Background: an optimization exercise with open tools, aiming at small area and a short achievable clock period. Do not read the settings as production practice. The RTL was checked by simulation tests, not by an equivalence proof against the original design.

==> flow/design.v, too long to show whole: its modules and the start of the top module <==
// module atan_poly: 709 lines
// module sqrt_lut: 2222 lines
// module cal_abs_angle: 194 lines
// module divstep_fast: 10 lines
// module divstep_slow: 19 lines
module cal_abs_angle(
    input           clk     ,
    input [7:0]     real_i  ,
    input [7:0]     imag_i  ,
    input           val_i   ,
    output [7:0]    abs_o   ,
    output [15:0]   angle_o ,
    output          val_o
    );
  // ...
==> flow/flow/run.sh <==
#!/bin/bash
# Own layout flow: the standard flow (standard.sh) with two changes:
#  - synthesis is synth_recipe.tcl's, but ABC maps the logic with the
#    area-oriented flow/abc_area.script instead of ORFS's speed script
#    (same registers: ABC only maps the combinational logic), and with full
#    adder cells extracted only in the sum-of-squares tree (flow/synth.tcl);
#  - the port buffers that buffer_ports inserts are sky130_fd_sc_hd__buf_2.
# Each step's output goes to a log file of its own in the work folder.
set -euo pipefail
W=$PWD
export OWN_ABC_SCRIPT=$W/flow/abc_area.script
sed "s#SYNTH_SCRIPT=[^ ]*#SYNTH_SCRIPT=$W/flow/synth.tcl#" standard.sh > "$W/own_synth.sh"
bash "$W/own_synth.sh" synth > "$W/flow_synth.log" 2>&1
export BUFFER_PORTS_ARGS="-buffer_cell sky130_fd_sc_hd__buf_2"
bash standard.sh > "$W/flow_layout.log" 2>&1
==> flow/flow/abc_area.script <==
strash
&get -n
&dch -f
&nf -R 1000
&put
topo
stime -c
==> flow/flow/synth.tcl <==
# synth_recipe.tcl (the standard synthesis), except that ABC maps the logic with
# flow/abc_area.script instead of ORFS's speed script, and that half/full-adder
# cells are extracted only as full adders and only in the logic that feeds the
# sum-of-squares registers s4 (the carry-save tree); ABC maps the rest.
# Neither touches the registers, which come from the same passes as in the
# standard synthesis.
proc synth {args} { yosys synth -nofsm -noshare {*}$args }
proc abc {args} {
  set i [lsearch -exact $args -script]
  if {$i >= 0} { lset args [expr {$i + 1}] $::env(OWN_ABC_SCRIPT) }
  yosys abc {*}$args
}
proc extract_fa {args} { yosys extract_fa -fa {*}$args c:s4* %ci* }
source $::env(SCRIPTS_DIR)/synth.tcl
# left out here: clear keep_hierarchy, flatten, clean up, hide names made inside functions, write 1_2_yosys.v
==> flow/standard.sh <==
#!/bin/bash
# synth_recipe.tcl (not shown) runs the flow's synth.tcl, then flattens the netlist and writes it again
# the make line also repeats each setting of config.mk as NAME=value (left out here)
make -C /OpenROAD-flow-scripts/flow DESIGN_CONFIG=/design/flow/config.mk WORK_HOME=/design/flow/orfs CLKGATE_MAP_FILE= SYNTH_SCRIPT=/design/flow/synth_recipe.tcl "${@:-finish}"
==> flow/config.mk <==
export PLATFORM = sky130hd
export DESIGN_NAME = cal_abs_angle
export DESIGN_NICKNAME = cal_abs_angle
export VERILOG_FILES = /design/flow/design.v
export SDC_FILE = /design/flow/constraint.sdc
export NUM_CORES = 4
export LEC_CHECK = 0
export CAP_MARGIN = 20
export CORE_MARGIN = 2
export CORE_UTILIZATION = 40
export CTS_BUF_LIST = sky130_fd_sc_hd__clkbuf_8
export SLEW_MARGIN = 20
export SYNTH_MEMORY_MAX_BITS = 262144
==> flow/constraint.sdc <==
create_clock -name core_clock -period 28.0 [get_ports {clk}]
set_input_delay 5.6000 -clock core_clock [delete_from_list [all_inputs] [get_ports {clk}]]
set_output_delay 5.6000 -clock core_clock [all_outputs]
set_load 0.01 [all_outputs]
==> qor.yml, run 1 <==
die_area_sq_um: 32100
syn-cell-area_sq_um: 12300
io_buffers: 42
worstMarginPinSlew_ps: 1020
crit_path_end_kind: "primary output"
yosysTopAreaCell: "dfxtp_1"
hp-start: "q4[2]"
min_period_ps: 6510
path_buf_inv: 1
worst_hold_slack_ps: 330
multi_input_area_share: 0.631
place_inst: 2180
place_congestion: 1.02
use_met2: 0.496
ys_warn_count: 1
finalSetupTns_ps: 0
cpLargestDelayFamily: "flip-flops"
cts_root_buffer: "clkbuf_8"
fin_area_sq_um: 13700
synth_top_family_by_area: "compound AO/OA/AOI/OAI gates"
cts_tree: "yes"
areaGrowthSynthToFinish_pct: 11.3
required_ps: 22400
wl_met2_mm: 21.8
nWellTaps: 396
nNonClkBuffers: 82
dpl.hpwl_mm: 37.3
yosysUniqueCellTypes: 58
sh_seq_area: 0.252
synth-simple-area-share: 0.258
hold_viol: 0
start_util: 0.403
status: "no timing/DRC/antenna violations"
core_area_sq_um: 30400
met1_usage: 0.419
==> run 2, diff against run 1 <==
--- a/flow/config.mk
+++ b/flow/config.mk
@@ -9,5 +9,5 @@
 export CORE_MARGIN = 2
 export CORE_UTILIZATION = 40
-export CTS_BUF_LIST = sky130_fd_sc_hd__clkbuf_8
+export CTS_BUF_LIST = sky130_fd_sc_hd__clkbuf_8 sky130_fd_sc_hd__clkbuf_16
 export SLEW_MARGIN = 20
 export SYNTH_MEMORY_MAX_BITS = 262144
==> qor.yml, run 2 <==
status: "no timing/DRC/antenna violations"  # unchanged
yosys-top-cells-area: "dfxtp_1, nand2_1, xnor2_1, a21oi_1, o21ai_0"  # unchanged
path_buf_inv: 1  # unchanged
multiInputGateArea_sq_um: 8620  # unchanged
finalSetupTns_ps: 0  # unchanged
nFillCells: 3149  # was 3173
largest_reg_flops: 16  # unchanged
die_area_sq_um: 32100  # unchanged
setup_viol: 0  # unchanged
clock_path_buffers: 2  # unchanged
netlist_top_cells_count: "nand2_1, nor2_1, dfxtp_1, a21oi_1, o21ai_0"  # unchanged
arrival_ps: 860  # was 910 ps
syn-instance-count: 1702  # unchanged
r2r_start: "d3[1]"  # unchanged
reg.largest.list: "ang7 (16), s4 (15)"  # unchanged
critical_path_class: "reg2out"  # unchanged
fin_crit_sh: 0.231  # was 0.233
cp-start-kind: "flop"  # unchanged
placed_cell_area_sq_um: 13300  # unchanged
start_util: 0.403  # unchanged
avgSynthCellArea_sq_um: 7.21  # unchanged
wl_mm: 50.9  # was 50.8 mm
hold_path_depth: 0  # unchanged
slew_headroom: 0.326  # was 0.320
ctsHoldBuffers: 0  # unchanged
synth_edf_count: 0  # unchanged
viasPerCell: 6.29  # about the same
synth_top_area_share: 0.281  # unchanged
grt_start_max_net_pins: 54  # unchanged
timing.fmax_mhz: 155  # was 154 MHz
max_stage_delay_ps: 310  # was 320 ps
initialDrtViolationCount: 1889  # was 1886
yosysUniqueCellTypes: 58  # unchanged
hp-start: "q4[2]"  # unchanged
synth_nets: 1744  # unchanged
synth_seq_area_share: 0.281  # unchanged
yosysTopAreaCell: "dfxtp_1"  # unchanged
h-tree-depth: 4  # unchanged
ant_nets: 0  # unchanged
top_register: "ang7"  # unchanged
synth_most_common_cell: "nand2_1"  # unchanged
cts_buffers: 17  # unchanged
required_ps: 22400  # about the same
worst_hold_slack_ps: 325  # was 330 ps
syn-cell-area_sq_um: 12300  # unchanged
fin_ws_ps: 21540  # was 21490 ps
min_to: "q5[4]"  # unchanged
worstMarginPinSlew_ps: 1010  # was 1020 ps
regArea_sq_um: 3440  # unchanged
worst-path-max-fanout: 1  # unchanged
antenna_found_initial: 0  # unchanged
layout_commonest_cell: "nand2_1"  # unchanged
rr_endpoint: "rem4[5]"  # unchanged
stdcell_count: 2212  # unchanged
post_cts.repair.setup_buffers: 0  # unchanged
die_w_um: 179  # unchanged
hold_viol: 0  # unchanged
drive_gt1_frac: 0.0633  # unchanged
wl_per_cell_um: 23.0  # was 22.9 um
crit_chain: "buf_2"  # unchanged
die_y_um: 179  # unchanged
synth_ff_type: "dfxtp_1"  # unchanged
nets: 1845  # unchanged
ys_seq_elements: 172  # unchanged
vias: 13923  # was 13906
cts_root_buffer: "clkbuf_16"  # was clkbuf_8
remaining_drc_errors: 0  # unchanged
io_buffers: 42  # unchanged
async_flop_share: 0  # unchanged
pre_cts_ws_ps: 21940  # unchanged
mostFrequentLayoutCells: "nand2_1, nor2_1, dfxtp_1, o21ai_0, a21oi_1"  # unchanged
antenna_cells: 0  # unchanged
crit_path_end_kind: "primary output"  # unchanged
ios: 43  # unchanged
gr-total-overflow: 0  # unchanged
cpLargestDelayFamily: "flip-flops"  # unchanged
finish.utilization: 0.455  # was 0.449
skew_ps: 10.8  # was 14.8 ps
rr_worst_depth: 24  # unchanged
first_pass_iters: 6  # was 8
place_inst: 2180  # unchanged
slew_viol_final: 0  # unchanged
rrSetupSlack_ps: 21900  # was 21940 ps
ys_warn_count: 1  # unchanged
first_global_vias: 13191  # was 13110
place_congestion: 1.02  # unchanged
slowest_stage: "dfxtp_1"  # unchanged
grt_pass1_wl_mm: 78.0  # was 77.5 mm
rsz0062_at_grt: "no"  # unchanged
clk_pin_slew_ps: 70  # was 90 ps
insertion_delay_ps: 440  # was 480 ps
core_area_sq_um: 30400  # unchanged
min_period_ps: 6460  # was 6510 ps
clkSinkCount: 172  # unchanged
fin_area_sq_um: 13900  # was 13700 sq um
cts_tree: "yes"  # unchanged
hp-class: "reg2reg"  # unchanged
areaGrowthSynthToFinish_pct: 12.9  # was 11.3%
dpl.hpwl_mm: 37.3  # unchanged
cts_resized: 0  # unchanged
fp-row-count: 64  # unchanged
grtUsageTotal: 0.323  # was 0.321
maxCapViolations: 0  # unchanged
run 2: kinds of logic (layout without fill, tap and decap cells):
group	after synthesis	after routing	synth area share
flops	172	172	0.281
other cells	1	1	0.000306
fa+ha+maj	39	39	0.0514
buf+inv	59	173	0.0180
mux	12	12	0.00979
simple gates	713	713	0.258
xor+xnor	145	145	0.103
compound gates	561	561	0.278
run 2: area by class of cell:
cell class	count	area share
multi-input combinational	1471	0.622
sequential	172	0.249
timing repair buffer	82	0.0368
tap	396	0.0358
clock buffer	17	0.0307
inverter	59	0.0160
clock inverter	15	0.0103
run 2: metal layers:
| metal | part of all wire | GRT usage | routed length (um) |
|---|---|---|---|
| met4 | 0.055 | 0.168 | 2790 |
| met5 | 0 | 0 | 0 |
| met2 | 0.43 | 0.491 | 21700 |
| met1 | 0.42 | 0.422 | 21300 |
| met3 | 0.10 | 0.0799 | 5180 |
run 2: how the worst max path moves through the flow:
stage / startpoint / end / slack (ps) / cells after the start
after CTS: abs7[1] / abs_o[1] / 21510 / 1
after global placement: abs7[2] / abs_o[2] / 22000 / 1
after global routing: d3[1] / rem4[5] / 21270 / 25
final: ang7[5] / angle_o[5] / 21540 / 1
after detailed placement: d3[1] / rem4[5] / 21940 / 24
after floorplan: abs7[0] / abs_o[0] / 22070 / 0
==> module cal_abs_angle, before the edit <==
module cal_abs_angle(
    input           clk     ,
    input [7:0]     real_i  ,
    input [7:0]     imag_i  ,
    input           val_i   ,
    output [7:0]    abs_o   ,
    output [15:0]   angle_o ,
    output          val_o
    );
    reg [7:0] val_r;
    always @(posedge clk) val_r <= {val_r[6:0], val_i};
    assign val_o = val_r[7];
    reg [7:0] re1, im1, re2, im2;
    always @(posedge clk) begin
        re1 <= real_i; im1 <= imag_i;
        re2 <= re1;    im2 <= im1;
    end
    wire       rs = re2[7];
    wire       is = im2[7];
    wire [7:0] a  = rs ? -re2 : re2;
    wire [7:0] b  = is ? -im2 : im2;
    wire       rz = (re2 == 8'd0);
    wire       iz = (im2 == 8'd0);
    wire       ge = (a >= b);
    wire       eq = (re2 == im2) | (re2 == -im2);
    wire       ds = (rs ^ is) & ~iz & ~rz;
    reg  [2:0] cs_a;
    always @(*) begin
        if (rz & iz)       cs_a = 3'd0;
        else if (ge)       cs_a = ds ? (rs ? 3'd2 : 3'd3) : (rs ? 3'd0 : 3'd1);
        else               cs_a = (~ds & ~(rz & is)) ? (rs ? 3'd4 : 3'd5) : (rs ? 3'd6 : 3'd7);
    end
    wire [7:0] mn = ge ? b : a;
    wire [7:0] mx = ge ? a : b;
    wire       q7_a = eq & ~rz;
    wire [7:0] r0   = eq ? 8'd0 : mn;
    wire [7:0] d_a  = {mx[7:1], mx[0] | (rz & iz)};
    reg [7:0]  rem3, d3;
    reg        q3;
    reg [2:0]  cs3;
    always @(posedge clk) begin
        rem3 <= r0;
        d3   <= d_a;
        q3   <= q7_a;
        cs3  <= cs_a;
    end
    wire [7:0] mn_b = q3 ? d3 : rem3;
    wire [7:0] sqa  = d3;
    wire [7:0] sqb  = mn_b;
    wire sq_0 = sqb[3] ^ (sqb[2] & sqb[3]) ^ (sqb[1] & sqb[4]);
    wire sq_1 = (sqb[3] & (sqb[2] & sqb[3])) | (sqb[3] & (sqb[1] & sqb[4])) | ((sqb[2] & sqb[3]) & (sqb[1] & sqb[4]));
    wire sq_2 = (sqb[2] & sqb[4]) ^ (sqb[1] & sqb[5]);
    wire sq_3 = (sqb[2] & sqb[4]) & (sqb[1] & sqb[5]);
    wire sq_4 = sqb[4] ^ (sqb[3] & sqb[4]) ^ (sqb[2] & sqb[5]);
    wire sq_5 = (sqb[4] & (sqb[3] & sqb[4])) | (sqb[4] & (sqb[2] & sqb[5])) | ((sqb[3] & sqb[4]) & (sqb[2] & sqb[5]));
    wire sq_6 = (sqb[1] & sqb[6]) ^ sqa[4];
    wire sq_7 = (sqb[1] & sqb[6]) & sqa[4];
    wire sq_8 = sqb[2] ^ (sqb[1] & sqb[2]) ^ (sqb[0] & sqb[3]);
    wire sq_9 = (sqb[2] & (sqb[1] & sqb[2])) | (sqb[2] & (sqb[0] & sqb[3])) | ((sqb[1] & sqb[2]) & (sqb[0] & sqb[3]));
    wire sq_10 = (sqb[1] & sqb[3]) ^ (sqb[0] & sqb[4]);
    wire sq_11 = (sqb[1] & sqb[3]) & (sqb[0] & sqb[4]);
    wire sq_12 = (sqb[0] & sqb[5]) ^ sqa[3] ^ (sqa[2] & sqa[3]);
    wire sq_13 = ((sqb[0] & sqb[5]) & sqa[3]) | ((sqb[0] & sqb[5]) & (sqa[2] & sqa[3])) | (sqa[3] & (sqa[2] & sqa[3]));
    wire sq_14 = (sqa[1] & sqa[4]) ^ (sqa[0] & sqa[5]);
    wire sq_15 = (sqa[1] & sqa[4]) & (sqa[0] & sqa[5]);
    wire sq_16 = sq_1 ^ (sqb[0] & sqb[6]) ^ (sqa[2] & sqa[4]);
    wire sq_17 = (sq_1 & (sqb[0] & sqb[6])) | (sq_1 & (sqa[2] & sqa[4])) | ((sqb[0] & sqb[6]) & (sqa[2] & sqa[4]));
    wire sq_18 = (sqa[1] & sqa[5]) ^ (sqa[0] & sqa[6]) ^ sq_2;
    wire sq_19 = ((sqa[1] & sqa[5]) & (sqa[0] & sqa[6])) | ((sqa[1] & sqa[5]) & sq_2) | ((sqa[0] & sqa[6]) & sq_2);
    wire sq_20 = sq_3 ^ (sqa[3] & sqa[4]) ^ (sqa[2] & sqa[5]);
    wire sq_21 = (sq_3 & (sqa[3] & sqa[4])) | (sq_3 & (sqa[2] & sqa[5])) | ((sqa[3] & sqa[4]) & (sqa[2] & sqa[5]));
    wire sq_22 = (sqa[1] & sqa[6]) ^ sq_4 ^ sq_6;
    wire sq_23 = ((sqa[1] & sqa[6]) & sq_4) | ((sqa[1] & sqa[6]) & sq_6) | (sq_4 & sq_6);
    wire sq_24 = sq_7 ^ sq_5 ^ (sqb[3] & sqb[5]);
    wire sq_25 = (sq_7 & sq_5) | (sq_7 & (sqb[3] & sqb[5])) | (sq_5 & (sqb[3] & sqb[5]));
    wire sq_26 = (sqb[2] & sqb[6]) ^ (sqa[3] & sqa[5]) ^ (sqa[2] & sqa[6]);
    wire sq_27 = ((sqb[2] & sqb[6]) & (sqa[3] & sqa[5])) | ((sqb[2] & sqb[6]) & (sqa[2] & sqa[6])) | ((sqa[3] & sqa[5]) & (sqa[2] & sqa[6]));
    wire sq_28 = sqb[5] ^ (sqb[4] & sqb[5]) ^ (sqb[3] & sqb[6]);
    wire sq_29 = (sqb[5] & (sqb[4] & sqb[5])) | (sqb[5] & (sqb[3] & sqb[6])) | ((sqb[4] & sqb[5]) & (sqb[3] & sqb[6]));
    wire sq_30 = sqa[5] ^ (sqa[4] & sqa[5]) ^ (sqa[3] & sqa[6]);
    wire sq_31 = (sqa[5] & (sqa[4] & sqa[5])) | (sqa[5] & (sqa[3] & sqa[6])) | ((sqa[4] & sqa[5]) & (sqa[3] & sqa[6]));
    wire sq_32 = sqb[1] ^ (sqb[0] & sqb[1]);
    wire sq_33 = sqb[1] & (sqb[0] & sqb[1]);
    wire sq_34 = sqa[2] ^ (sqa[1] & sqa[2]);
    wire sq_35 = sqa[2] & (sqa[1] & sqa[2]);
    wire sq_36 = sq_9 ^ (sqa[1] & sqa[3]) ^ (sqa[0] & sqa[4]);
    wire sq_37 = (sq_9 & (sqa[1] & sqa[3])) | (sq_9 & (sqa[0] & sqa[4])) | ((sqa[1] & sqa[3]) & (sqa[0] & sqa[4]));
    wire sq_38 = sq_11 ^ sq_0 ^ sq_12;
    wire sq_39 = (sq_11 & sq_0) | (sq_11 & sq_12) | (sq_0 & sq_12);
    wire sq_40 = sq_15 ^ sq_13 ^ sq_16;
    wire sq_41 = (sq_15 & sq_13) | (sq_15 & sq_16) | (sq_13 & sq_16);
    wire sq_42 = sq_19 ^ sq_17 ^ sq_20;
    wire sq_43 = (sq_19 & sq_17) | (sq_19 & sq_20) | (sq_17 & sq_20);
    wire sq_44 = sq_23 ^ sq_21 ^ sq_24;
    wire sq_45 = (sq_23 & sq_21) | (sq_23 & sq_24) | (sq_21 & sq_24);
    wire sq_46 = sq_27 ^ sq_25 ^ sq_28;
    wire sq_47 = (sq_27 & sq_25) | (sq_27 & sq_28) | (sq_25 & sq_28);
    wire sq_48 = sq_31 ^ sq_29 ^ (sqb[4] & sqb[6]);
    wire sq_49 = (sq_31 & sq_29) | (sq_31 & (sqb[4] & sqb[6])) | (sq_29 & (sqb[4] & sqb[6]));
    wire sq_50 = sqb[6] ^ (sqb[5] & sqb[6]) ^ sqa[6];
    wire sq_51 = (sqb[6] & (sqb[5] & sqb[6])) | (sqb[6] & sqa[6]) | ((sqb[5] & sqb[6]) & sqa[6]);
    wire sq_52 = sqa[1] ^ (sqa[0] & sqa[1]);
    wire sq_53 = sqa[1] & (sqa[0] & sqa[1]);
    wire sq_54 = sq_33 ^ (sqb[0] & sqb[2]) ^ (sqa[0] & sqa[2]);
    wire sq_55 = (sq_33 & (sqb[0] & sqb[2])) | (sq_33 & (sqa[0] & sqa[2])) | ((sqb[0] & sqb[2]) & (sqa[0] & sqa[2]));
    wire sq_56 = (sqa[0] & sqa[3]) ^ sq_8 ^ sq_34;
    wire sq_57 = ((sqa[0] & sqa[3]) & sq_8) | ((sqa[0] & sqa[3]) & sq_34) | (sq_8 & sq_34);
    wire sq_58 = sq_35 ^ sq_10 ^ sq_36;
    wire sq_59 = (sq_35 & sq_10) | (sq_35 & sq_36) | (sq_10 & sq_36);
    wire sq_60 = sq_37 ^ sq_14 ^ sq_38;
    wire sq_61 = (sq_37 & sq_14) | (sq_37 & sq_38) | (sq_14 & sq_38);
    wire sq_62 = sq_39 ^ sq_18 ^ sq_40;
    wire sq_63 = (sq_39 & sq_18) | (sq_39 & sq_40) | (sq_18 & sq_40);
    wire sq_64 = sq_41 ^ sq_22 ^ sq_42;
    wire sq_65 = (sq_41 & sq_22) | (sq_41 & sq_42) | (sq_22 & sq_42);
    wire sq_66 = sq_43 ^ sq_26 ^ sq_44;
    wire sq_67 = (sq_43 & sq_26) | (sq_43 & sq_44) | (sq_26 & sq_44);
    wire sq_68 = sq_45 ^ sq_30 ^ sq_46;
    wire sq_69 = (sq_45 & sq_30) | (sq_45 & sq_46) | (sq_30 & sq_46);
    wire sq_70 = sq_47 ^ (sqa[4] & sqa[6]) ^ sq_48;
    wire sq_71 = (sq_47 & (sqa[4] & sqa[6])) | (sq_47 & sq_48) | ((sqa[4] & sqa[6]) & sq_48);
    wire sq_72 = sq_49 ^ (sqa[5] & sqa[6]) ^ sq_50;
    wire sq_73 = (sq_49 & (sqa[5] & sqa[6])) | (sq_49 & sq_50) | ((sqa[5] & sqa[6]) & sq_50);
    wire [14:0] s_r0 = {sqa[7], sq_51, sq_72, sq_70, sq_68, sq_66, sq_64, sq_62, sq_60, sq_58, sq_56, sq_54, sq_52, 1'b0, sqa[0]};
    wire [14:0] s_r1 = {sqb[7], sq_73, sq_71, sq_69, sq_67, sq_65, sq_63, sq_61, sq_59, sq_57, sq_55, sq_53, sq_32, 1'b0, sqb[0]};
    wire [14:0] s_b  = s_r0 + s_r1;
    wire       qb1, qb2;
    wire [7:0] ub1, ub2;
    divstep_slow sb1(.r(rem3), .d(d3), .q(qb1), .u(ub1));
    divstep_slow sb2(.r(ub1),  .d(d3), .q(qb2), .u(ub2));
    reg [14:0] s4;
    reg [7:0] rem4, d4;
    reg [2:0] q4;
    reg [2:0] cs4;
    always @(posedge clk) begin
        s4   <= s_b;
        rem4 <= ub2;
        d4   <= d3;
        q4   <= {q3, qb1, qb2};
        cs4  <= cs3;
    end
    wire [7:0] abs_c;
    sqrt_lut sqrt_lut_inst(.s(s4), .v(abs_c));
    wire       qc1, qc2;
    wire [7:0] uc1, uc2;
    divstep_slow sc1(.r(rem4), .d(d4), .q(qc1), .u(uc1));
    divstep_slow sc2(.r(uc1),  .d(d4), .q(qc2), .u(uc2));
    reg [7:0] abs5, rem5, d5;
    reg [4:0] q5;
    reg [2:0] cs5;
    always @(posedge clk) begin
        abs5 <= abs_c;
        rem5 <= uc2;
        d5   <= d4;
        q5   <= {q4, qc1, qc2};
        cs5  <= cs4;
    end
    wire       qd1, qd2;
    wire [7:0] ud1, ud2;
    divstep_slow sd1(.r(rem5), .d(d5), .q(qd1), .u(ud1));
    divstep_fast sd2(.r(ud1),  .d(d5), .q(qd2), .u(ud2));
    wire [8:0] td3 = {ud2, 1'b0} - {1'b0, d5};
    wire       qd3 = ~td3[8];
    reg [7:0] abs6, q6;
    reg [2:0] cs6;
    always @(posedge clk) begin
        abs6 <= abs5;
        q6   <= {q5, qd1, qd2, qd3};
        cs6  <= cs5;
    end
    wire [12:0] p;
    atan_poly atan_poly_inst(.q(q6), .p(p));
    wire        neg = (cs6 == 3'd2) | (cs6 == 3'd3) | (cs6 == 3'd4) | (cs6 == 3'd5);
    reg  [15:0] off;
    always @(*) begin
        case (cs6)
            3'd0: off = -16'd12868;
            3'd2: off =  16'd12868;
            3'd4, 3'd7: off = -16'd6434;
            3'd5, 3'd6: off =  16'd6434;
            default: off = 16'd0;
        endcase
    end
    wire [15:0] px = {{3{p[12]}}, p} ^ {16{neg}};
    wire [15:0] ang_e = off + px + {15'd0, neg};
    reg [7:0]  abs7;
    reg [15:0] ang7;
    always @(posedge clk) begin
        abs7 <= abs6;
        ang7 <= ang_e;
    end
    assign abs_o   = abs7;
    assign angle_o = ang7;
endmodule
==> run 3, diff against run 2 <==
--- a/flow/design.v
+++ b/flow/design.v
@@ -2967,54 +2967,42 @@
     wire [7:0] r0   = eq ? 8'd0 : mn;
     wire [7:0] d_a  = {mx[7:1], mx[0] | (rz & iz)};
-    reg [7:0]  rem3, d3;
-    reg        q3;
-    reg [2:0]  cs3;
-    always @(posedge clk) begin
-        rem3 <= r0;
-        d3   <= d_a;
-        q3   <= q7_a;
-        cs3  <= cs_a;
-    end
-    wire [7:0] mn_b = q3 ? d3 : rem3;
-    wire [7:0] sqa  = d3;
-    wire [7:0] sqb  = mn_b;
-    wire sq_0 = sqb[3] ^ (sqb[2] & sqb[3]) ^ (sqb[1] & sqb[4]);
-    wire sq_1 = (sqb[3] & (sqb[2] & sqb[3])) | (sqb[3] & (sqb[1] & sqb[4])) | ((sqb[2] & sqb[3]) & (sqb[1] & sqb[4]));
-    wire sq_2 = (sqb[2] & sqb[4]) ^ (sqb[1] & sqb[5]);
-    wire sq_3 = (sqb[2] & sqb[4]) & (sqb[1] & sqb[5]);
-    wire sq_4 = sqb[4] ^ (sqb[3] & sqb[4]) ^ (sqb[2] & sqb[5]);
-    wire sq_5 = (sqb[4] & (sqb[3] & sqb[4])) | (sqb[4] & (sqb[2] & sqb[5])) | ((sqb[3] & sqb[4]) & (sqb[2] & sqb[5]));
-    wire sq_6 = (sqb[1] & sqb[6]) ^ sqa[4];
-    wire sq_7 = (sqb[1] & sqb[6]) & sqa[4];
-    wire sq_8 = sqb[2] ^ (sqb[1] & sqb[2]) ^ (sqb[0] & sqb[3]);
-    wire sq_9 = (sqb[2] & (sqb[1] & sqb[2])) | (sqb[2] & (sqb[0] & sqb[3])) | ((sqb[1] & sqb[2]) & (sqb[0] & sqb[3]));
-    wire sq_10 = (sqb[1] & sqb[3]) ^ (sqb[0] & sqb[4]);
-    wire sq_11 = (sqb[1] & sqb[3]) & (sqb[0] & sqb[4]);
-    wire sq_12 = (sqb[0] & sqb[5]) ^ sqa[3] ^ (sqa[2] & sqa[3]);
-    wire sq_13 = ((sqb[0] & sqb[5]) & sqa[3]) | ((sqb[0] & sqb[5]) & (sqa[2] & sqa[3])) | (sqa[3] & (sqa[2] & sqa[3]));
-    wire sq_14 = (sqa[1] & sqa[4]) ^ (sqa[0] & sqa[5]);
-    wire sq_15 = (sqa[1] & sqa[4]) & (sqa[0] & sqa[5]);
-    wire sq_16 = sq_1 ^ (sqb[0] & sqb[6]) ^ (sqa[2] & sqa[4]);
-    wire sq_17 = (sq_1 & (sqb[0] & sqb[6])) | (sq_1 & (sqa[2] & sqa[4])) | ((sqb[0] & sqb[6]) & (sqa[2] & sqa[4]));
-    wire sq_18 = (sqa[1] & sqa[5]) ^ (sqa[0] & sqa[6]) ^ sq_2;
-    wire sq_19 = ((sqa[1] & sqa[5]) & (sqa[0] & sqa[6])) | ((sqa[1] & sqa[5]) & sq_2) | ((sqa[0] & sqa[6]) & sq_2);
-    wire sq_20 = sq_3 ^ (sqa[3] & sqa[4]) ^ (sqa[2] & sqa[5]);
-    wire sq_21 = (sq_3 & (sqa[3] & sqa[4])) | (sq_3 & (sqa[2] & sqa[5])) | ((sqa[3] & sqa[4]) & (sqa[2] & sqa[5]));
-    wire sq_22 = (sqa[1] & sqa[6]) ^ sq_4 ^ sq_6;
-    wire sq_23 = ((sqa[1] & sqa[6]) & sq_4) | ((sqa[1] & sqa[6]) & sq_6) | (sq_4 & sq_6);
-    wire sq_24 = sq_7 ^ sq_5 ^ (sqb[3] & sqb[5]);
-    wire sq_25 = (sq_7 & sq_5) | (sq_7 & (sqb[3] & sqb[5])) | (sq_5 & (sqb[3] & sqb[5]));
-    wire sq_26 = (sqb[2] & sqb[6]) ^ (sqa[3] & sqa[5]) ^ (sqa[2] & sqa[6]);
-    wire sq_27 = ((sqb[2] & sqb[6]) & (sqa[3] & sqa[5])) | ((sqb[2] & sqb[6]) & (sqa[2] & sqa[6])) | ((sqa[3] & sqa[5]) & (sqa[2] & sqa[6]));
-    wire sq_28 = sqb[5] ^ (sqb[4] & sqb[5]) ^ (sqb[3] & sqb[6]);
-    wire sq_29 = (sqb[5] & (sqb[4] & sqb[5])) | (sqb[5] & (sqb[3] & sqb[6])) | ((sqb[4] & sqb[5]) & (sqb[3] & sqb[6]));
-    wire sq_30 = sqa[5] ^ (sqa[4] & sqa[5]) ^ (sqa[3] & sqa[6]);
-    wire sq_31 = (sqa[5] & (sqa[4] & sqa[5])) | (sqa[5] & (sqa[3] & sqa[6])) | ((sqa[4] & sqa[5]) & (sqa[3] & sqa[6]));
-    wire sq_32 = sqb[1] ^ (sqb[0] & sqb[1]);
-    wire sq_33 = sqb[1] & (sqb[0] & sqb[1]);
-    wire sq_34 = sqa[2] ^ (sqa[1] & sqa[2]);
-    wire sq_35 = sqa[2] & (sqa[1] & sqa[2]);
-    wire sq_36 = sq_9 ^ (sqa[1] & sqa[3]) ^ (sqa[0] & sqa[4]);
-    wire sq_37 = (sq_9 & (sqa[1] & sqa[3])) | (sq_9 & (sqa[0] & sqa[4])) | ((sqa[1] & sqa[3]) & (sqa[0] & sqa[4]));
+    wire sq_0 = b[3] ^ (b[2] & b[3]) ^ (b[1] & b[4]);
+    wire sq_1 = (b[3] & (b[2] & b[3])) | (b[3] & (b[1] & b[4])) | ((b[2] & b[3]) & (b[1] & b[4]));
+    wire sq_2 = (b[2] & b[4]) ^ (b[1] & b[5]);
+    wire sq_3 = (b[2] & b[4]) & (b[1] & b[5]);
+    wire sq_4 = b[4] ^ (b[3] & b[4]) ^ (b[2] & b[5]);
+    wire sq_5 = (b[4] & (b[3] & b[4])) | (b[4] & (b[2] & b[5])) | ((b[3] & b[4]) & (b[2] & b[5]));
+    wire sq_6 = (b[1] & b[6]) ^ a[4];
+    wire sq_7 = (b[1] & b[6]) & a[4];
+    wire sq_8 = b[2] ^ (b[1] & b[2]) ^ (b[0] & b[3]);
+    wire sq_9 = (b[2] & (b[1] & b[2])) | (b[2] & (b[0] & b[3])) | ((b[1] & b[2]) & (b[0] & b[3]));
+    wire sq_10 = (b[1] & b[3]) ^ (b[0] & b[4]);
+    wire sq_11 = (b[1] & b[3]) & (b[0] & b[4]);
+    wire sq_12 = (b[0] & b[5]) ^ a[3] ^ (a[2] & a[3]);
+    wire sq_13 = ((b[0] & b[5]) & a[3]) | ((b[0] & b[5]) & (a[2] & a[3])) | (a[3] & (a[2] & a[3]));
+    wire sq_14 = (a[1] & a[4]) ^ (a[0] & a[5]);
+    wire sq_15 = (a[1] & a[4]) & (a[0] & a[5]);
+    wire sq_16 = sq_1 ^ (b[0] & b[6]) ^ (a[2] & a[4]);
+    wire sq_17 = (sq_1 & (b[0] & b[6])) | (sq_1 & (a[2] & a[4])) | ((b[0] & b[6]) & (a[2] & a[4]));
+    wire sq_18 = (a[1] & a[5]) ^ (a[0] & a[6]) ^ sq_2;
+    wire sq_19 = ((a[1] & a[5]) & (a[0] & a[6])) | ((a[1] & a[5]) & sq_2) | ((a[0] & a[6]) & sq_2);
+    wire sq_20 = sq_3 ^ (a[3] & a[4]) ^ (a[2] & a[5]);
+    wire sq_21 = (sq_3 & (a[3] & a[4])) | (sq_3 & (a[2] & a[5])) | ((a[3] & a[4]) & (a[2] & a[5]));
+    wire sq_22 = (a[1] & a[6]) ^ sq_4 ^ sq_6;
+    wire sq_23 = ((a[1] & a[6]) & sq_4) | ((a[1] & a[6]) & sq_6) | (sq_4 & sq_6);
+    wire sq_24 = sq_7 ^ sq_5 ^ (b[3] & b[5]);
+    wire sq_25 = (sq_7 & sq_5) | (sq_7 & (b[3] & b[5])) | (sq_5 & (b[3] & b[5]));
+    wire sq_26 = (b[2] & b[6]) ^ (a[3] & a[5]) ^ (a[2] & a[6]);
+    wire sq_27 = ((b[2] & b[6]) & (a[3] & a[5])) | ((b[2] & b[6]) & (a[2] & a[6])) | ((a[3] & a[5]) & (a[2] & a[6]));
+    wire sq_28 = b[5] ^ (b[4] & b[5]) ^ (b[3] & b[6]);
+    wire sq_29 = (b[5] & (b[4] & b[5])) | (b[5] & (b[3] & b[6])) | ((b[4] & b[5]) & (b[3] & b[6]));
+    wire sq_30 = a[5] ^ (a[4] & a[5]) ^ (a[3] & a[6]);
+    wire sq_31 = (a[5] & (a[4] & a[5])) | (a[5] & (a[3] & a[6])) | ((a[4] & a[5]) & (a[3] & a[6]));
+    wire sq_32 = b[1] ^ (b[0] & b[1]);
+    wire sq_33 = b[1] & (b[0] & b[1]);
+    wire sq_34 = a[2] ^ (a[1] & a[2]);
+    wire sq_35 = a[2] & (a[1] & a[2]);
+    wire sq_36 = sq_9 ^ (a[1] & a[3]) ^ (a[0] & a[4]);
+    wire sq_37 = (sq_9 & (a[1] & a[3])) | (sq_9 & (a[0] & a[4])) | ((a[1] & a[3]) & (a[0] & a[4]));
     wire sq_38 = sq_11 ^ sq_0 ^ sq_12;
     wire sq_39 = (sq_11 & sq_0) | (sq_11 & sq_12) | (sq_0 & sq_12);
@@ -3027,14 +3015,14 @@
     wire sq_46 = sq_27 ^ sq_25 ^ sq_28;
     wire sq_47 = (sq_27 & sq_25) | (sq_27 & sq_28) | (sq_25 & sq_28);
-    wire sq_48 = sq_31 ^ sq_29 ^ (sqb[4] & sqb[6]);
-    wire sq_49 = (sq_31 & sq_29) | (sq_31 & (sqb[4] & sqb[6])) | (sq_29 & (sqb[4] & sqb[6]));
-    wire sq_50 = sqb[6] ^ (sqb[5] & sqb[6]) ^ sqa[6];
-    wire sq_51 = (sqb[6] & (sqb[5] & sqb[6])) | (sqb[6] & sqa[6]) | ((sqb[5] & sqb[6]) & sqa[6]);
-    wire sq_52 = sqa[1] ^ (sqa[0] & sqa[1]);
-    wire sq_53 = sqa[1] & (sqa[0] & sqa[1]);
-    wire sq_54 = sq_33 ^ (sqb[0] & sqb[2]) ^ (sqa[0] & sqa[2]);
-    wire sq_55 = (sq_33 & (sqb[0] & sqb[2])) | (sq_33 & (sqa[0] & sqa[2])) | ((sqb[0] & sqb[2]) & (sqa[0] & sqa[2]));
-    wire sq_56 = (sqa[0] & sqa[3]) ^ sq_8 ^ sq_34;
-    wire sq_57 = ((sqa[0] & sqa[3]) & sq_8) | ((sqa[0] & sqa[3]) & sq_34) | (sq_8 & sq_34);
+    wire sq_48 = sq_31 ^ sq_29 ^ (b[4] & b[6]);
+    wire sq_49 = (sq_31 & sq_29) | (sq_31 & (b[4] & b[6])) | (sq_29 & (b[4] & b[6]));
+    wire sq_50 = b[6] ^ (b[5] & b[6]) ^ a[6];
+    wire sq_51 = (b[6] & (b[5] & b[6])) | (b[6] & a[6]) | ((b[5] & b[6]) & a[6]);
+    wire sq_52 = a[1] ^ (a[0] & a[1]);
+    wire sq_53 = a[1] & (a[0] & a[1]);
+    wire sq_54 = sq_33 ^ (b[0] & b[2]) ^ (a[0] & a[2]);
+    wire sq_55 = (sq_33 & (b[0] & b[2])) | (sq_33 & (a[0] & a[2])) | ((b[0] & b[2]) & (a[0] & a[2]));
+    wire sq_56 = (a[0] & a[3]) ^ sq_8 ^ sq_34;
+    wire sq_57 = ((a[0] & a[3]) & sq_8) | ((a[0] & a[3]) & sq_34) | (sq_8 & sq_34);
     wire sq_58 = sq_35 ^ sq_10 ^ sq_36;
     wire sq_59 = (sq_35 & sq_10) | (sq_35 & sq_36) | (sq_10 & sq_36);
@@ -3049,21 +3037,33 @@
     wire sq_68 = sq_45 ^ sq_30 ^ sq_46;
     wire sq_69 = (sq_45 & sq_30) | (sq_45 & sq_46) | (sq_30 & sq_46);
-    wire sq_70 = sq_47 ^ (sqa[4] & sqa[6]) ^ sq_48;
-    wire sq_71 = (sq_47 & (sqa[4] & sqa[6])) | (sq_47 & sq_48) | ((sqa[4] & sqa[6]) & sq_48);
-    wire sq_72 = sq_49 ^ (sqa[5] & sqa[6]) ^ sq_50;
-    wire sq_73 = (sq_49 & (sqa[5] & sqa[6])) | (sq_49 & sq_50) | ((sqa[5] & sqa[6]) & sq_50);
-    wire [14:0] s_r0 = {sqa[7], sq_51, sq_72, sq_70, sq_68, sq_66, sq_64, sq_62, sq_60, sq_58, sq_56, sq_54, sq_52, 1'b0, sqa[0]};
-    wire [14:0] s_r1 = {sqb[7], sq_73, sq_71, sq_69, sq_67, sq_65, sq_63, sq_61, sq_59, sq_57, sq_55, sq_53, sq_32, 1'b0, sqb[0]};
-    wire [14:0] s_b  = s_r0 + s_r1;
+    wire sq_70 = sq_47 ^ (a[4] & a[6]) ^ sq_48;
+    wire sq_71 = (sq_47 & (a[4] & a[6])) | (sq_47 & sq_48) | ((a[4] & a[6]) & sq_48);
+    wire sq_72 = sq_49 ^ (a[5] & a[6]) ^ sq_50;
+    wire sq_73 = (sq_49 & (a[5] & a[6])) | (sq_49 & sq_50) | ((a[5] & a[6]) & sq_50);
+    wire [14:0] s_r0 = {a[7], sq_51, sq_72, sq_70, sq_68, sq_66, sq_64, sq_62, sq_60, sq_58, sq_56, sq_54, sq_52, 1'b0, a[0]};
+    wire [14:0] s_r1 = {b[7], sq_73, sq_71, sq_69, sq_67, sq_65, sq_63, sq_61, sq_59, sq_57, sq_55, sq_53, sq_32, 1'b0, b[0]};
+    wire [14:0] s_a  = s_r0 + s_r1;
+    reg [14:0] s3;
+    reg [7:0]  rem3, d3;
+    reg        q3;
+    reg [2:0]  cs3;
+    always @(posedge clk) begin
+        s3   <= s_a;
+        rem3 <= r0;
+        d3   <= d_a;
+        q3   <= q7_a;
+        cs3  <= cs_a;
+    end
+    wire [7:0] abs_b;
+    sqrt_lut sqrt_lut_inst(.s(s3), .v(abs_b));
     wire       qb1, qb2;
     wire [7:0] ub1, ub2;
-    divstep_slow sb1(.r(rem3), .d(d3), .q(qb1), .u(ub1));
+    divstep_fast sb1(.r(rem3), .d(d3), .q(qb1), .u(ub1));
     divstep_slow sb2(.r(ub1),  .d(d3), .q(qb2), .u(ub2));
-    reg [14:0] s4;
-    reg [7:0] rem4, d4;
+    reg [7:0] abs4, rem4, d4;
     reg [2:0] q4;
     reg [2:0] cs4;
     always @(posedge clk) begin
-        s4   <= s_b;
+        abs4 <= abs_b;
         rem4 <= ub2;
         d4   <= d3;
@@ -3071,9 +3071,7 @@
         cs4  <= cs3;
     end
-    wire [7:0] abs_c;
-    sqrt_lut sqrt_lut_inst(.s(s4), .v(abs_c));
     wire       qc1, qc2;
     wire [7:0] uc1, uc2;
-    divstep_slow sc1(.r(rem4), .d(d4), .q(qc1), .u(uc1));
+    divstep_fast sc1(.r(rem4), .d(d4), .q(qc1), .u(uc1));
     divstep_slow sc2(.r(uc1),  .d(d4), .q(qc2), .u(uc2));
     reg [7:0] abs5, rem5, d5;
@@ -3081,5 +3079,5 @@
     reg [2:0] cs5;
     always @(posedge clk) begin
-        abs5 <= abs_c;
+        abs5 <= abs4;
         rem5 <= uc2;
         d5   <= d4;
@@ -3089,5 +3087,5 @@
     wire       qd1, qd2;
     wire [7:0] ud1, ud2;
-    divstep_slow sd1(.r(rem5), .d(d5), .q(qd1), .u(ud1));
+    divstep_fast sd1(.r(rem5), .d(d5), .q(qd1), .u(ud1));
     divstep_fast sd2(.r(ud1),  .d(d5), .q(qd2), .u(ud2));
     wire [8:0] td3 = {ud2, 1'b0} - {1'b0, d5};
--- a/flow/flow/run.sh
+++ b/flow/flow/run.sh
@@ -3,6 +3,5 @@
 #  - synthesis is synth_recipe.tcl's, but ABC maps the logic with the
 #    area-oriented flow/abc_area.script instead of ORFS's speed script
-#    (same registers: ABC only maps the combinational logic), and with full
-#    adder cells extracted only in the sum-of-squares tree (flow/synth.tcl);
+#    (same registers: ABC only maps the combinational logic);
 #  - the port buffers that buffer_ports inserts are sky130_fd_sc_hd__buf_2.
 # Each step's output goes to a log file of its own in the work folder.
==> flow/flow/synth.tcl (replaced) <==
# synth_recipe.tcl (the standard synthesis), except that ABC maps the logic with
# flow/abc_area.script instead of ORFS's speed script.
proc synth {args} { yosys synth -nofsm -noshare {*}$args }
proc abc {args} {
  set i [lsearch -exact $args -script]
  if {$i >= 0} { lset args [expr {$i + 1}] $::env(OWN_ABC_SCRIPT) }
  yosys abc {*}$args
}
source $::env(SCRIPTS_DIR)/synth.tcl
# left out here: clear keep_hierarchy, flatten, clean up, hide names made inside functions, write 1_2_yosys.v
--- a/flow/config.mk
+++ b/flow/config.mk
@@ -9,5 +9,4 @@
 export CORE_MARGIN = 2
 export CORE_UTILIZATION = 40
-export CTS_BUF_LIST = sky130_fd_sc_hd__clkbuf_8 sky130_fd_sc_hd__clkbuf_16
 export SLEW_MARGIN = 20
 export SYNTH_MEMORY_MAX_BITS = 262144
==> qor.yml, run 3 <==
status: "no timing/DRC/antenna violations"  # unchanged
synth_nets: 1875  # was 1744
arrival_ps: 870  # was 860 ps
core_area_sq_um: 32600  # was 30400 sq um
hp-start: "q5[1]"  # was q4[2]
hold_viol: 0  # unchanged
antenna_found_initial: 0  # unchanged
ios: 43  # unchanged
pre_cts_ws_ps: 21960  # was 21940 ps
place_congestion: 1.05  # was 1.02
nets: 1975  # was 1845
clkSinkCount: 180  # was 172
fp-row-count: 66  # was 64
critical_path_class: "reg2out"  # unchanged
drive_gt1_frac: 0.0639  # was 0.0633
timing.fmax_mhz: 155  # about the same
layout_commonest_cell: "nor2_1"  # was nand2_1
cts_buffers: 17  # unchanged
synth_ff_type: "dfxtp_1"  # unchanged
multiInputGateArea_sq_um: 9270  # was 8620 sq um
async_flop_share: 0  # unchanged
path_buf_inv: 1  # unchanged
ys_warn_count: 1  # unchanged
setup_viol: 0  # unchanged
clk_pin_slew_ps: 70  # about the same
max_stage_delay_ps: 310  # about the same
fin_ws_ps: 21530  # was 21540 ps
post_cts.repair.setup_buffers: 0  # unchanged
die_w_um: 186  # was 179 um
cts_tree: "yes"  # unchanged
rrSetupSlack_ps: 22140  # was 21900 ps
reg.largest.list: "ang7 (16), s3 (15)"  # was ang7 (16), s4 (15)
cts_resized: 0  # unchanged
slew_viol_final: 0  # unchanged
syn-cell-area_sq_um: 13300  # was 12300 sq um
first_global_vias: 13361  # was 13191
syn-instance-count: 1703  # was 1702
min_period_ps: 6470  # was 6460 ps
nFillCells: 3287  # was 3149
yosysTopAreaCell: "dfxtp_1"  # unchanged
netlist_top_cells_count: "nor2_1, a21oi_1, nand2_1, dfxtp_1, o21ai_0"  # was nand2_1, nor2_1, dfxtp_1, a21oi_1, o21ai_0
remaining_drc_errors: 0  # unchanged
grt_start_max_net_pins: 49  # was 54
slowest_stage: "dfxtp_1"  # unchanged
cp-start-kind: "flop"  # unchanged
place_inst: 2226  # was 2180
h-tree-depth: 4  # unchanged
synth_seq_area_share: 0.271  # was 0.281
wl_per_cell_um: 21.5  # was 23.0 um
synth_edf_count: 0  # unchanged
ctsHoldBuffers: 0  # unchanged
die_y_um: 186  # was 179 um
die_area_sq_um: 34700  # was 32100 sq um
crit_path_end_kind: "primary output"  # unchanged
synth_top_area_share: 0.271  # was 0.281
viasPerCell: 6.17  # was 6.29
required_ps: 22400  # about the same
worst-path-max-fanout: 1  # unchanged
r2r_start: "rem3[0]"  # was d3[1]
worstMarginPinSlew_ps: 1090  # was 1010 ps
wl_mm: 48.6  # was 50.9 mm
dpl.hpwl_mm: 35.2  # was 37.3 mm
vias: 13925  # was 13923
rsz0062_at_grt: "no"  # unchanged
areaGrowthSynthToFinish_pct: 12.8  # was 12.9%
hp-class: "reg2reg"  # unchanged
mostFrequentLayoutCells: "nor2_1, a21oi_1, nand2_1, dfxtp_1, o21ai_0"  # was nand2_1, nor2_1, dfxtp_1, o21ai_0, a21oi_1
fin_crit_sh: 0.231  # about the same
start_util: 0.407  # was 0.403
synth_most_common_cell: "nor2_1"  # was nand2_1
min_to: "q6[4]"  # was q5[4]
top_register: "ang7"  # unchanged
regArea_sq_um: 3600  # was 3440 sq um
clock_path_buffers: 2  # unchanged
first_pass_iters: 8  # was 6
largest_reg_flops: 16  # unchanged
grt_pass1_wl_mm: 76.2  # was 78.0 mm
antenna_cells: 0  # unchanged
ant_nets: 0  # unchanged
initialDrtViolationCount: 1893  # was 1889
finalSetupTns_ps: 0  # unchanged
stdcell_count: 2258  # was 2212
maxCapViolations: 0  # unchanged
gr-total-overflow: 0  # unchanged
avgSynthCellArea_sq_um: 7.80  # was 7.21 sq um
cts_root_buffer: "clkbuf_16"  # unchanged
skew_ps: 13.9  # was 10.8 ps
insertion_delay_ps: 450  # was 440 ps
slew_headroom: 0.264  # was 0.326
rr_worst_depth: 21  # was 24
rr_endpoint: "rem4[1]"  # was rem4[5]
ys_seq_elements: 180  # was 172
yosys-top-cells-area: "dfxtp_1, ha_1, a21oi_1, fa_1, nor2_1"  # was dfxtp_1, nand2_1, xnor2_1, a21oi_1, o21ai_0
yosysUniqueCellTypes: 58  # unchanged
crit_chain: "buf_2"  # unchanged
io_buffers: 42  # unchanged
grtUsageTotal: 0.285  # was 0.323
hold_path_depth: 0  # unchanged
cpLargestDelayFamily: "flip-flops"  # unchanged
-- run 3: cell count changes after synthesis, moves of 18 or more --
cell / previous run / this run
nand2_1: 262 / 188
a21oi_1: 169 / 199
a31oi_1: 48 / 26
ha_1: 0 / 112
o21ai_0: 169 / 133
fa_1: 24 / 42
xnor2_1: 102 / 65
or2_0: 32 / 5
clkinv_1: 59 / 111
-- run 3: metrics by stage --
| step | hold WS, ps | cell area (sq um) | utilization |
|---|---|---|---|
| detailed placement | 312 | 14300 | 0.440 |
| global placement | 310 | 14300 | 0.440 |
| CTS | 325 | 15000 | 0.459 |
| global route | 326 | 15000 | 0.459 |
| finish | 323 | 15000 | 0.459 |
| floorplan | 310 | 13300 | - |
-- run 3: area by class of cell --
cell class | count | area share
Tap cell | 442 | 0.0369
Sequential cell | 180 | 0.241
Inverter | 111 | 0.0278
Clock inverter | 14 | 0.0124
Clock buffer | 18 | 0.0293
Timing Repair Buffer | 82 | 0.0341
Multi-Input combinational cell | 1411 | 0.619
-- run 3: cell families after synthesis --
group	synth area share
buffers and inverters	0.0317
AND/OR/NAND/NOR	0.196
flip-flops	0.271
adder cells (fa/ha/maj)	0.169
AO/OA/AOI/OAI	0.250
XOR/XNOR	0.0646
multiplexers	0.0182
-- run 3: metal layers --
layer  GRT usage  vias to the layer above  routed length (um)  part of all wire
li1            -                     6347                   -                 -
met1       0.372                     6422               20100              0.41
met2       0.429                      938               20500              0.42
met3      0.0822                      218                5360              0.11
met4       0.145                        0                2620             0.054
met5           0                        -                   0                 0
-- run 3: worst max-delay path by stage --
stage | cells after the start | slack (ps) | to | from
global route | 1 | 21470 | angle_o[5] | ang7[5]
detailed placement | 21 | 21960 | rem5[7] | rem4[0]
floorplan | 0 | 22070 | abs_o[0] | abs7[0]
finish | 1 | 21530 | abs_o[5] | abs7[5]
global placement | 1 | 22000 | abs_o[7] | abs7[7]
CTS | 1 | 21490 | abs_o[5] | abs7[5]
==> run 4, diff against run 3 <==
--- a/flow/design.v
+++ b/flow/design.v
@@ -3059,5 +3059,5 @@
     wire       qb1, qb2;
     wire [7:0] ub1, ub2;
-    divstep_fast sb1(.r(rem3), .d(d3), .q(qb1), .u(ub1));
+    divstep_slow sb1(.r(rem3), .d(d3), .q(qb1), .u(ub1));
     divstep_slow sb2(.r(ub1),  .d(d3), .q(qb2), .u(ub2));
     reg [7:0] abs4, rem4, d4;
@@ -3073,5 +3073,5 @@
     wire       qc1, qc2;
     wire [7:0] uc1, uc2;
-    divstep_fast sc1(.r(rem4), .d(d4), .q(qc1), .u(uc1));
+    divstep_slow sc1(.r(rem4), .d(d4), .q(qc1), .u(uc1));
     divstep_slow sc2(.r(uc1),  .d(d4), .q(qc2), .u(uc2));
     reg [7:0] abs5, rem5, d5;
@@ -3087,5 +3087,5 @@
     wire       qd1, qd2;
     wire [7:0] ud1, ud2;
-    divstep_fast sd1(.r(rem5), .d(d5), .q(qd1), .u(ud1));
+    divstep_slow sd1(.r(rem5), .d(d5), .q(qd1), .u(ud1));
     divstep_fast sd2(.r(ud1),  .d(d5), .q(qd2), .u(ud2));
     wire [8:0] td3 = {ud2, 1'b0} - {1'b0, d5};
--- a/flow/flow/run.sh
+++ b/flow/flow/run.sh
@@ -3,5 +3,6 @@
 #  - synthesis is synth_recipe.tcl's, but ABC maps the logic with the
 #    area-oriented flow/abc_area.script instead of ORFS's speed script
-#    (same registers: ABC only maps the combinational logic);
+#    (same registers: ABC only maps the combinational logic), and without
+#    the extraction of adder cells before ABC;
 #  - the port buffers that buffer_ports inserts are sky130_fd_sc_hd__buf_2.
 # Each step's output goes to a log file of its own in the work folder.
==> flow/flow/synth.tcl (replaced) <==
# synth_recipe.tcl (the standard synthesis), except that ABC maps the logic with
# flow/abc_area.script instead of ORFS's speed script, and that adders are not
# first extracted into half/full-adder cells (ABC maps that logic with the rest).
# Neither touches the registers, which come from the same passes as in the
# standard synthesis.
proc synth {args} { yosys synth -nofsm -noshare {*}$args }
proc abc {args} {
  set i [lsearch -exact $args -script]
  if {$i >= 0} { lset args [expr {$i + 1}] $::env(OWN_ABC_SCRIPT) }
  yosys abc {*}$args
}
proc extract_fa {args} { puts "extract_fa skipped by the own flow" }
source $::env(SCRIPTS_DIR)/synth.tcl
# left out here: clear keep_hierarchy, flatten, clean up, hide names made inside functions, write 1_2_yosys.v
--- a/flow/config.mk
+++ b/flow/config.mk
@@ -9,4 +9,5 @@
 export CORE_MARGIN = 2
 export CORE_UTILIZATION = 40
+export CTS_BUF_LIST = sky130_fd_sc_hd__clkbuf_8
 export SLEW_MARGIN = 20
 export SYNTH_MEMORY_MAX_BITS = 262144
==> qor.yml, run 4 <==
status: "no timing/DRC/antenna violations"  # unchanged
layout_commonest_cell: "nand2_1"  # was nor2_1
rr_worst_depth: 21  # unchanged
crit_chain: "buf_2"  # unchanged
synth_compound_area_frac: 0.278  # was 0.250
grt_pass1_wl_mm: 77.2  # was 76.2 mm
avgSynthCellArea_sq_um: 7.05  # was 7.80 sq um
fp-row-count: 64  # was 66
ctsHoldBuffers: 0  # unchanged
required_ps: 22400  # about the same
syn-cell-area_sq_um: 12500  # was 13300 sq um
maxCapViolations: 0  # unchanged
wl_per_cell_um: 21.7  # was 21.5 um
slew_headroom: 0.271  # was 0.264
yosys-top-cells-area: "dfxtp_1, nand2_1, xnor2_1, a21oi_1, nor2_1"  # was dfxtp_1, ha_1, a21oi_1, fa_1, nor2_1
viasPerCell: 6.26  # was 6.17
cts_resized: 0  # unchanged
r2r_start: "q6[1]"  # was rem3[0]
first_global_vias: 13591  # was 13361
synth_nets: 1793  # was 1875
reg.largest.list: "ang7 (16), s3 (15)"  # unchanged
ys_seq_elements: 180  # unchanged
max_stage_delay_ps: 320  # was 310 ps
synthMuxAreaShare: 0.00320  # was 0.0182
ys_warn_count: 1  # unchanged
yosysUniqueCellTypes: 57  # was 58
core_area_sq_um: 30700  # was 32600 sq um
post_cts.repair.setup_buffers: 0  # unchanged
hp-class: "reg2reg"  # unchanged
clk_pin_slew_ps: 90  # was 70 ps
stdcell_count: 2286  # was 2258
finish.utilization: 0.455  # was 0.459
rrSetupSlack_ps: 22290  # was 22140 ps
synth-simple-area-share: 0.280  # was 0.196
place_inst: 2255  # was 2226
synth_most_common_cell: "nand2_1"  # was nor2_1
gr-total-overflow: 0  # unchanged
rr_endpoint: "ang7[12]"  # was rem4[1]
synth_top_area_share: 0.288  # was 0.271
first_pass_iters: 6  # was 8
min_to: "cs5[2]"  # was q6[4]
timing.fmax_mhz: 153  # was 155 MHz
ios: 43  # unchanged
areaGrowthSynthToFinish_pct: 11.6  # was 12.8%
insertion_delay_ps: 480  # was 450 ps
fin_crit_sh: 0.233  # was 0.231
grtUsageTotal: 0.301  # was 0.285
synth_xor_area_frac: 0.120  # was 0.0646
vias: 14310  # was 13925
die_area_sq_um: 32700  # was 34700 sq um
critical_path_class: "reg2out"  # unchanged
placed_cell_area_sq_um: 13500  # was 14300 sq um
place_congestion: 1.02  # was 1.05
clock_path_buffers: 2  # unchanged
netlist_top_cells_count: "nand2_1, nor2_1, dfxtp_1, a21oi_1, o21ai_0"  # was nor2_1, a21oi_1, nand2_1, dfxtp_1, o21ai_0
antenna_cells: 0  # unchanged
yosysTopAreaCell: "dfxtp_1"  # unchanged
slew_viol_final: 0  # unchanged
async_flop_share: 0  # unchanged
synth_fa_ha_area_frac: 0.0168  # was 0.169
mostFrequentLayoutCells: "nand2_1, nor2_1, a21oi_1, dfxtp_1, o21ai_0"  # was nor2_1, a21oi_1, nand2_1, dfxtp_1, o21ai_0
io_buffers: 42  # unchanged
fin_area_sq_um: 14000  # was 15000 sq um
worst-path-max-fanout: 1  # unchanged
cts_tree: "yes"  # unchanged
start_util: 0.408  # was 0.407
synth_seq_area_share: 0.288  # was 0.271
synth_ff_type: "dfxtp_1"  # unchanged
worstMarginPinSlew_ps: 1080  # was 1090 ps
initialDrtViolationCount: 1731  # was 1893
nFillCells: 3180  # was 3287
drive_gt1_frac: 0.0619  # was 0.0639
arrival_ps: 930  # was 870 ps
die_w_um: 181  # was 186 um
cp-start-kind: "flop"  # unchanged
synth_edf_count: 0  # unchanged
rsz0062_at_grt: "no"  # unchanged
path_buf_inv: 1  # unchanged
slowest_stage: "dfxtp_1"  # unchanged
skew_ps: 13.3  # was 13.9 ps
hp-start: "cs4[2]"  # was q5[1]
nets: 1896  # was 1975
largest_reg_flops: 16  # unchanged
syn-instance-count: 1775  # was 1703
wl_mm: 49.6  # was 48.6 mm
hold_viol: 0  # unchanged
antenna_found_initial: 0  # unchanged
h-tree-depth: 4  # unchanged
ant_nets: 0  # unchanged
cpLargestDelayFamily: "flip-flops"  # unchanged
grt_start_max_net_pins: 55  # was 49
hold_path_depth: 0  # unchanged
finalSetupTns_ps: 0  # unchanged
clkSinkCount: 180  # unchanged
cts_root_buffer: "clkbuf_8"  # was clkbuf_16
top_register: "ang7"  # unchanged
setup_viol: 0  # unchanged
cts_buffers: 17  # unchanged
remaining_drc_errors: 0  # unchanged
min_period_ps: 6530  # was 6470 ps
synth_top_family_by_area: "simple AND/OR/NAND/NOR gates"  # was compound AO/OA/AOI/OAI gates
dpl.hpwl_mm: 35.9  # was 35.2 mm
die_y_um: 181  # was 186 um
crit_path_end_kind: "primary output"  # unchanged
## run 4: cell count changes after synthesis, moves of 19 or more
| cell | change |
|---|---|
| ha_1 | -112 |
| xnor2_1 | +54 |
| maj3_1 | +21 |
| fa_1 | -42 |
| clkinv_1 | -65 |
| nand2_1 | +103 |
| or2_0 | +37 |
| o21ai_0 | +23 |
| a21oi_1 | -20 |
| xor2_1 | +19 |
## run 4: worst max-delay path by stage
| stage | start | end | slack [ps] | depth (start not counted) |
|---|---|---|---|---|
| CTS | ang7[14] | angle_o[14] | 21440 | 1 |
| detailed placement | ang7[14] | angle_o[14] | 21990 | 1 |
| global placement | ang7[15] | angle_o[15] | 22000 | 1 |
| global route | ang7[11] | angle_o[11] | 21390 | 1 |
| finish | ang7[14] | angle_o[14] | 21470 | 1 |
| floorplan | abs7[0] | abs_o[0] | 22070 | 0 |
## run 4: stage by stage
stage | hold slack (ps) | setup slack, ps
after floorplan | 310 | 22070
after global placement | 310 | 22000
after detailed placement | 312 | 21990
after CTS | 328 | 21440
after global routing | 326 | 21390
final | 326 | 21470
## run 4: cells by family (layout without fill, tap and decap cells)
group / Yosys count / in the layout
DFF: 180 / 180
buffers and inverters: 46 / 161
AOI/OAI and AO/OA: 568 / 568
other: 1 / 1
and+or+nand+nor: 784 / 784
muxes: 4 / 4
xor gates and xnor gates: 171 / 171
adders and majority gates: 21 / 21
## run 4: layout make-up
cell class,count,area (sq um),area share
clock buffers,18,248,0.0178
clock inverters,13,174,0.0125
inverters,46,173,0.0124
multi-input cells,1549,8730,0.626
flip-flops and latches,180,3600,0.258
well taps,396,495,0.0355
repair buffers,84,526,0.0377
## run 4: layer usage
| layer | vias up | track usage | part of all wire |
|---|---|---|---|
| li1 | 6652 | - | - |
| met1 | 6616 | 0.382 | 0.41 |
| met2 | 843 | 0.459 | 0.43 |
| met3 | 199 | 0.0903 | 0.11 |
| met4 | 0 | 0.157 | 0.054 |
| met5 | - | 0 | 0 |
==> run 5, diff against run 4 <==
--- a/flow/config.mk
+++ b/flow/config.mk
@@ -8,5 +8,5 @@
 export CAP_MARGIN = 20
 export CORE_MARGIN = 2
-export CORE_UTILIZATION = 40
+export CORE_UTILIZATION = 55
 export CTS_BUF_LIST = sky130_fd_sc_hd__clkbuf_8
 export SLEW_MARGIN = 20
==> qor.yml, run 5 <==
status: "no timing/DRC/antenna violations"  # unchanged
slew_viol_final: 0  # unchanged
yosysUniqueCellTypes: 57  # unchanged
hp-class: "reg2reg"  # unchanged
syn-cell-area_sq_um: 12500  # unchanged
rsz0062_at_grt: "no"  # unchanged
layout_commonest_cell: "nand2_1"  # unchanged
avgSynthCellArea_sq_um: 7.05  # unchanged
yosysTopAreaCell: "dfxtp_1"  # unchanged
first_global_vias: 13856  # was 13591
finalSetupTns_ps: 0  # unchanged
maxCapViolations: 0  # unchanged
viasPerCell: 6.80  # was 6.26
regArea_sq_um: 3600  # about the same
cts_root_buffer: "clkbuf_8"  # unchanged
hold_viol: 0  # unchanged
required_ps: 22400  # about the same
fin_area_sq_um: 13800  # was 14000 sq um
synth_most_common_cell: "nand2_1"  # unchanged
stdcell_count: 2172  # was 2286
synth_top_family_by_area: "simple AND/OR/NAND/NOR gates"  # unchanged
remaining_drc_errors: 0  # unchanged
synth-simple-area-share: 0.280  # unchanged
ant_nets: 0  # unchanged
fin_crit_sh: 0.233  # about the same
place_inst: 2140  # was 2255
synth_compound_area_frac: 0.278  # unchanged
start_util: 0.556  # was 0.408
multiInputGateArea_sq_um: 8740  # was 8730 sq um
top_register: "ang7"  # unchanged
reg.largest.list: "ang7 (16), s3 (15)"  # unchanged
largest_reg_flops: 16  # unchanged
worstMarginPinSlew_ps: 1090  # was 1080 ps
async_flop_share: 0  # unchanged
io_buffers: 42  # unchanged
h-tree-depth: 4  # unchanged
ctsHoldBuffers: 0  # unchanged
syn-instance-count: 1775  # unchanged
synth_fa_ha_area_frac: 0.0168  # unchanged
mostFrequentLayoutCells: "nand2_1, nor2_1, dfxtp_1, a21oi_1, o21ai_0"  # was nand2_1, nor2_1, a21oi_1, dfxtp_1, o21ai_0
critical_path_class: "reg2out"  # unchanged
cts_resized: 0  # unchanged
skew_ps: 26.4  # was 13.3 ps
insertion_delay_ps: 470  # was 480 ps
synth_seq_area_share: 0.288  # unchanged
first_pass_iters: 8  # was 6
gr-total-overflow: 0  # unchanged
slew_headroom: 0.269  # was 0.271
grtUsageTotal: 0.384  # was 0.301
antenna_cells: 0  # unchanged
placed_cell_area_sq_um: 13400  # was 13500 sq um
worst-path-max-fanout: 1  # unchanged
post_cts.repair.setup_buffers: 0  # unchanged
core_area_sq_um: 22500  # was 30700 sq um
netlist_top_cells_count: "nand2_1, nor2_1, dfxtp_1, a21oi_1, o21ai_0"  # unchanged
crit_path_end_kind: "primary output"  # unchanged
crit_chain: "buf_2"  # unchanged
synth_top_area_share: 0.288  # unchanged
synthMuxAreaShare: 0.00320  # unchanged
clkSinkCount: 180  # unchanged
clk_pin_slew_ps: 120  # was 90 ps
die_y_um: 155  # was 181 um
place_congestion: 1.10  # was 1.02
areaGrowthSynthToFinish_pct: 10.1  # was 11.6%
nets: 1892  # was 1896
ys_seq_elements: 180  # unchanged
cpLargestDelayFamily: "flip-flops"  # unchanged
synth_xor_area_frac: 0.120  # unchanged
fp-row-count: 55  # was 64
ys_warn_count: 1  # unchanged
vias: 14780  # was 14310
path_buf_inv: 1  # unchanged
timing.fmax_mhz: 153  # about the same
slowest_stage: "dfxtp_1"  # unchanged
cts_buffers: 17  # unchanged
arrival_ps: 930  # about the same
die_w_um: 155  # was 181 um
cp-start-kind: "flop"  # unchanged
worst_hold_slack_ps: 312  # was 326 ps
die_area_sq_um: 24000  # was 32700 sq um
clock_path_buffers: 2  # unchanged
nFillCells: 2037  # was 3180
ios: 43  # unchanged
max_stage_delay_ps: 340  # was 320 ps
grt_start_max_net_pins: 55  # unchanged
antenna_found_initial: 2  # was 0
cts_tree: "yes"  # unchanged
synth_edf_count: 0  # unchanged
grt_pass1_wl_mm: 73.1  # was 77.2 mm
yosys-top-cells-area: "dfxtp_1, nand2_1, xnor2_1, a21oi_1, nor2_1"  # unchanged
synth_ff_type: "dfxtp_1"  # unchanged
synth_nets: 1793  # unchanged
drive_gt1_frac: 0.0604  # was 0.0619
wl_per_cell_um: 21.6  # was 21.7 um
min_period_ps: 6530  # about the same
wl_mm: 47.0  # was 49.6 mm
dpl.hpwl_mm: 33.8  # was 35.9 mm
setup_viol: 0  # unchanged
initialDrtViolationCount: 2033  # was 1731
run 5: cell counts after synthesis:
Identical to the previous run, type by type.
run 5: path summary, 6_finish.rpt:
check                              start           to  slack, ps  cells after the start
worst max-delay path            ang7[13]  angle_o[13]      21470                      1
worst min-delay path             abs5[4]      abs6[4]        310                      0
worst max register to register     d5[1]        q6[0]      22420                     32
worst min register to register   abs5[4]      abs6[4]        310                      0
run 5: logic make-up (layout without fill, tap and decap cells):
group           count (synthesis)  in the layout
fa+ha+maj                      21             21
xor+xnor                      171            171
buf+inv                        46            158
simple gates                  784            784
mux                             4              4
flops                         180            180
other cells                     1              1
compound gates                568            568
run 5: stage by stage:
stage	utilization	setup WS, ps
after floorplan	-	22070
after global placement	0.594	22000
after detailed placement	0.594	21960
after CTS	0.612	21440
after global routing	0.612	21410
final	0.612	21470
run 5: routing by layer:
metal / track usage / wire length [um] / vias to the layer above
met2: 0.604 / 20200 / 1171
li1: - / - / 6650
met3: 0.124 / 6500 / 325
met5: 0 / 20 / -
met1: 0.469 / 17200 / 6630
met4: 0.203 / 3060 / 4
run 5: layout make-up:
class / count / area share
Multi-Input combinational cell: 1549 / 0.635
Sequential cell: 180 / 0.262
Timing Repair Buffer: 80 / 0.0360
Tap cell: 285 / 0.0259
Clock buffer: 20 / 0.0200
Inverter: 46 / 0.0125
Clock inverter: 12 / 0.00945

what the ideal ports hide:
How much do the figures lean on ideal ports? The routed layouts below were timed once more, with nothing changed but the port constraints.
Step 1 sets driving cells, clkbuf_16 on the clock port and buf_2 on the other inputs (assumed; they add their load-dependent delay and slew).
Step 2, shift: input delay + t, output delay - t, t = (earliest + latest rising clock arrival at the registers) / 2. This alone moves slack from input paths to output paths.
Three values: no drivers, after step 1, after step 2; two values: the first two.
run	t (ns)	setup WS [ns]	worst setup path after step 2	worst data-port slew with drivers (ns)	cell pins on the clock port's net
run 1	0.527	21.486 / 21.432 / 21.939	register to register	0.04	1
run 2	0.490	21.538 / 21.480 / 21.896	register to register	0.04	1
run 3	0.491	21.529 / 21.477 / 21.969	register to output	0.03	1
run 4	0.526	21.474 / 21.424 / 21.950	register to output	0.03	1
run 5	0.502	21.471 / 21.423 / 21.925	register to output	0.03	1
After both steps every run listed still meets setup and hold.
